Source: an optimization exercise on an open RTL-to-GDS flow (aim: small area, a short achievable clock period and few clock cycles). Production flows keep margins and buffers that such runs may drop.
RTL that was checked went through simulation tests only; none was proved equivalent to the original.
No activity file was given, so power comes from the tool's default toggle rates.

Design divider, start of the top module:
module divider
(
	input  wire        clk         ,
	input  wire        rst         ,
	input  wire [63:0] divisor     ,
	input  wire [63:0] dividend    ,
	input  wire [9 :0] inst_op_f3  ,
	input  wire        div_ready   ,
	output wire [63:0] div_rem_data,
	output wire        div_finish  ,
	output wire        busy_o
);
clock: 10.0 ns
lec_check: 0
cap_margin: 20
core_margin: 2
core_utilization: 40
setup_slack_margin: 5
slew_margin: 20
run.sh (not shown) runs the stock make flow with config.mk's settings and CLKGATE_MAP_FILE= SYNTH_SCRIPT=/design/flow/synth_recipe.tcl, a recipe that flattens the netlist after the stock synthesis.
Testbench counts at the start, summed over its fixed seeds: cycles 13,401.
Then changed:
CORE_UTILIZATION = 65   (was 40)
After rerunning: Setup slack degrades by 0.087 ns; design area shrinks slightly; count of clock-buffer cells in the layout grows by 4; sequential cell count does not change; global-route usage rose by 17 points; clock power is lower by roughly a tenth; wire length shrinks by a few percent; power went down slightly.


Another version of the RTL of divider (not shown whole).
For scale: ~3,600 cells after synthesis, roughly 210 flip-flops, roughly 210 I/O pins.
clock: 10.0 ns
lec_check: 0
cap_margin: 20
core_margin: 2
core_utilization: 40
setup_slack_margin: 4
slew_margin: 20
The first run produced a clean layout.
Testbench counts at the start, summed over its fixed seeds: cycles 14,195.
==> next run, changes <==
Settings changed: SETUP_SLACK_MARGIN 4 to default.
=> Via count came out lower by a little under a tenth; maximum frequency came out lower by a quarter to a third; total power came out lower by about a fifth; setup slack is worse by 1.9 ns; first-iteration DRC count came out lower by a little under a tenth; wire length came out lower by roughly a tenth; hold slack is worse by 0.014 ns; sequential share of layout area came out higher by 2.9 points.


== v23 ==
divider, a different RTL version from the one above (not shown whole).
Size in the first run: about 3500 cells after synthesis, about 230 flip-flops, ~27000 um^2 of cells after synthesis.
==> flow/design.v (excerpt) <==
module divider
(
	input  wire        clk         ,
	input  wire        rst         ,
	input  wire [63:0] divisor     ,
	input  wire [63:0] dividend    ,
	input  wire [9 :0] inst_op_f3  ,
	input  wire        div_ready   ,
	output wire [63:0] div_rem_data,
	output wire        div_finish  ,
	output wire        busy_o
);
export LEC_CHECK = 0
export CAP_MARGIN = 20
export CORE_MARGIN = 2
export CORE_UTILIZATION = 40
export CTS_CLUSTER_DIAMETER = 100
export CTS_CLUSTER_SIZE = 24
export SETUP_SLACK_MARGIN = 5
export SLEW_MARGIN = 20
create_clock -name core_clock -period 10.0 [get_ports {clk}]
standard.sh (not shown) runs the stock make flow with config.mk's settings and CLKGATE_MAP_FILE= SYNTH_SCRIPT=/design/flow/synth_recipe.tcl, a recipe that flattens the netlist after the stock synthesis.
==> flow/flow/run.sh <==
#!/bin/bash
set -euo pipefail
bash standard.sh "BUFFER_PORTS_ARGS=-buffer_cell sky130_fd_sc_hd__buf_2" SETUP_SLACK_MARGIN=5.6 finish > standard.log 2>&1
Testbench counts of v23, summed over its fixed seeds: cycles 13,401.
Inputs modified between v23 and v11:
==> flow/flow/run.sh <==
#!/bin/bash
set -euo pipefail
bash standard.sh "BUFFER_PORTS_ARGS=-buffer_cell sky130_fd_sc_hd__buf_2" finish > standard.log 2>&1
-- flow/config.mk --
<<< v23, line 12
export CTS_CLUSTER_SIZE = 24
export SETUP_SLACK_MARGIN = 5
>>> v11, line 12
export CTS_CLUSTER_SIZE = 24
export PLACE_DENSITY = 0.8
export SETUP_SLACK_MARGIN = 5
## What came out
Delta (v11 minus v23): worst-case headroom to the max-slew limit saw an increase; time the final worst path needs with I/O delays and setup increased by 270 ps relative to the old numbers; non-clock buffer count shows a reduction of 55; via count now sits higher; fraction of power consumed by combinational cells now sits higher.
For v11, the startpoint-to-endpoint class of the critical path was in2reg, unlike v23, where it was reg2out.
Fraction of area in multi-input gates was lower in the run labelled v23.
Summary of v11 over v23: share of layout cells above drive strength 1 -3.4 points; final cell count -1.4%.
In v11, the clock power came out 10% below the value in v23.
Cmp v11 and v23 / ratio of total power to cell area / higher: v11
v11 does better than v23 on worst hold slack.
v11 reports its critical path startpoint as dividend[31] while v23 reports lzb_r[1].
v23 ended up with dfxtp_2 as its library cell contributing the largest single delay on the critical path; v11 ended up with nor3_2.
What v39 does differently from v11 at the input level:
==> flow/flow/run.sh <==
#!/bin/bash
set -euo pipefail
bash standard.sh "BUFFER_PORTS_ARGS=-buffer_cell sky130_fd_sc_hd__buf_2" SETUP_SLACK_MARGIN=5.6 finish > standard.log 2>&1
-- flow/config.mk --
<<< v11, line 11
export CTS_CLUSTER_DIAMETER = 100
export CTS_CLUSTER_SIZE = 24
export PLACE_DENSITY = 0.8
>>> v39, line 11
export CTS_CLUSTER_DIAMETER = 100
export CTS_CLUSTER_SIZE = 20
export PLACE_DENSITY = 0.8
Findings:
Between v11 and v39, the instance count after placement with tap cells included figures differ only marginally.
Compared with v11, v39 shows area added between synthesis and finish higher by 3.7 points.
For the proportion of power drawn by the clock network, v39 came in 0.6 points lower than v11 did.
Modified inputs, v5 compared to v39
==> flow/flow/run.sh <==
#!/bin/bash
set -euo pipefail
bash standard.sh "BUFFER_PORTS_ARGS=-buffer_cell sky130_fd_sc_hd__buf_2" finish > standard.log 2>&1
-- flow/config.mk --
<<< v39, line 10
export CORE_UTILIZATION = 40
export CTS_CLUSTER_DIAMETER = 100
export CTS_CLUSTER_SIZE = 20
export PLACE_DENSITY = 0.8
export SETUP_SLACK_MARGIN = 5
>>> v5, line 10
export CORE_UTILIZATION = 40
export SETUP_SLACK_MARGIN = 5
==> comparison <==
- Sort v5 and v39 by count of clock buffers in the final design asc -> top: v39
- | slew at the pin with the worst max-slew slack | v5 vs v39 | 34 ps higher |
- v5 vs v39, path length in cells of the critical path went down by 6.
- v39 -> v5: post-layout instance area decreased slightly
- On v5: worst path arrival time is 240 ps higher than what v39 gave.
- [compare] base=v39 new=v5: total track usage up 0.53 points, sequential power closely matched the old numbers, setup slack after layout decreased by 240 ps relative to the old numbers, clock transition at the register clock pins on the worst setup and hold paths after CTS went down by 20 ps, clock group share of total power shows an increase of 6.3 points.
- The highest metal layer with signal wires comes out met5 in one run and met4 in the other, namely in v39 and v5 respectively.
What v32 does differently from v5 at the input level:
-- flow/config.mk --
<<< v5, line 10
export CORE_UTILIZATION = 40
export SETUP_SLACK_MARGIN = 5
>>> v32, line 10
export CORE_UTILIZATION = 40
export CTS_CLUSTER_DIAMETER = 100
export CTS_CLUSTER_SIZE = 24
export SETUP_SLACK_MARGIN = 5
==> notes.md <==
Taking v5 as the reference, in v32 clock network fraction of total power moved down, maximum frequency from static timing analysis moved down.
Taking v5 as the reference, in v32 data required time at the worst endpoint now larger, total power went down.
Run comparison: v5 origin of the worst setup path out_rem_r; v32 origin of the worst setup path dividend[31]
Inputs modified between v32 and v25:
==> flow/flow/run.sh <==
#!/bin/bash
set -euo pipefail
bash standard.sh "BUFFER_PORTS_ARGS=-buffer_cell sky130_fd_sc_hd__buf_2" SETUP_SLACK_MARGIN=5.6 finish > standard.log 2>&1
-- flow/config.mk --
<<< v32, line 11
export CTS_CLUSTER_DIAMETER = 100
export CTS_CLUSTER_SIZE = 24
export SETUP_SLACK_MARGIN = 5
>>> v25, line 11
export CTS_CLUSTER_DIAMETER = 100
export CTS_CLUSTER_SIZE = 20
export PLACE_DENSITY = 0.9
export SETUP_SLACK_MARGIN = 5
==> comparison <==
v25: no failed stages, no open violations at the end
Comparing v32 and v25, met2 routed wirelength is higher on v32.
The number of combinational gates with multiple inputs of v25 and that of v32 are within noise of each other.
v25 -> v32: area after synthesis delta 0, exact match
The run showing the smaller share of total power consumed by net switching is v32.
Via count of v25 exceeds that of v32 by a little under 10%.
Compared with v32, in v25 worst-path maximum fanout shows a reduction of 11; relative contribution of combinational cells to total power went up 2.8 points; clock network area share has decreased; final area moved up.
Compared with v32, v25 shows a higher met3 wire length.


Setup of the baseline:
Another version of the RTL of divider (not shown whole).
For scale: ~4000 cells after synthesis, roughly 220 flip-flops, about 210 I/O pins.
clock: 10.0 ns
lec_check: 0
cap_margin: 20
core_margin: 2
core_utilization: 40
setup_slack_margin: 4
slew_margin: 20
run.sh (not shown) runs the stock make flow with config.mk's settings and CLKGATE_MAP_FILE= SYNTH_SCRIPT=/design/flow/synth_recipe.tcl, a recipe that flattens the netlist after the stock synthesis.
Stock flow here: none of the scripts above is used.
The baseline closes out successfully: all stages finished, all timing, DRC and antenna checks passed.
Relative to the baseline, the following input files were edited for the candidate:
--- a/flow/config.mk
+++ b/flow/config.mk
@@ -10,3 +10,2 @@
 export CORE_UTILIZATION = 40
-export SETUP_SLACK_MARGIN = 4
 export SLEW_MARGIN = 20
Notes after the runs:
- The candidate: worst slew margin relative to its limit 7.8 points below the baseline
- Sequential share of layout area of the baseline is on par with the candidate.
- On worst setup slack: the candidate sits below the baseline.
- [compare] base=the baseline new=the candidate: sequential cell fraction of total power decreased 0.3 points; power attributed to the clock group higher; sum of internal, switching and leakage power shows an increase of about 1.5%; combinational cell fraction of total power shrank by 1.1 points.
- Re critical path depth: the baseline was higher than the candidate.
- Per the comparison of the candidate with the baseline, non-clock buffer count lower, longest individual stage delay on the worst path higher, core utilization roughly the same.
No functional check of the RTL was part of any run of this note.

## separate check: timing with driven ports
How much do the figures lean on ideal ports? The routed layouts below were timed once more, with nothing changed but the port constraints. Step 1, drivers: a clkbuf_16 drives clk and a buf_2 each remaining input, both assumed. Step 2 adds t to the input delays and takes it off the output delays; t is the mean of the earliest and latest rising clock arrival at the registers after step 1. Input paths then give back, and output paths get back, about the clock's delay inside the block. Slacks: ideal / step 1 / step 2; pairs: ideal / step 1.
run | t, ns | setup slack, ns | worst setup path after step 2 | slew at the worst register clock pin (ns) | worst slew at a driven data input, ns
the first run of note 1 | 0.671 | 4.972 / 4.904 / 4.408 | input to register | 0.07 / 0.07 | 0.09
the second run of note 1 | 0.649 | 4.885 / 4.885 / 4.406 | input to register | 0.07 / 0.07 | 0.05
the first run of note 2 | 0.641 | 3.542 / 3.542 / 3.209 | input to register | 0.07 / 0.07 | 0.12
the second run of note 2 | 0.622 | 1.596 / 1.596 / 1.596 | register to register | 0.07 / 0.07 | 0.11
v23 | 0.593 | 5.340 / 5.279 / 4.874 | input to register | 0.12 / 0.12 | 0.07
v11 | 0.590 | 5.066 / 5.085 / 4.514 | input to register | 0.12 / 0.12 | 0.06
v39 | 0.578 | 5.380 / 5.319 / 4.949 | input to register | 0.10 / 0.10 | 0.08
v5 | 0.657 | 5.139 / 5.081 / 4.488 | input to register | 0.07 / 0.07 | 0.06
v32 | 0.599 | 5.099 / 5.074 / 4.502 | input to register | 0.11 / 0.11 | 0.07
v25 | 0.574 | 5.334 / 5.271 / 4.891 | input to register | 0.10 / 0.10 | 0.08
the baseline | 0.685 | 4.186 / 4.118 / 3.647 | input to register | 0.07 / 0.07 | 0.10
the candidate | 0.678 | 4.087 / 4.123 / 3.445 | input to register | 0.07 / 0.07 | 0.07
After both steps setup and hold are still met in every run listed. For v5, which loses most, drivers alone change the setup slack by -0.058 ns; drivers and shift together by -0.651 ns.
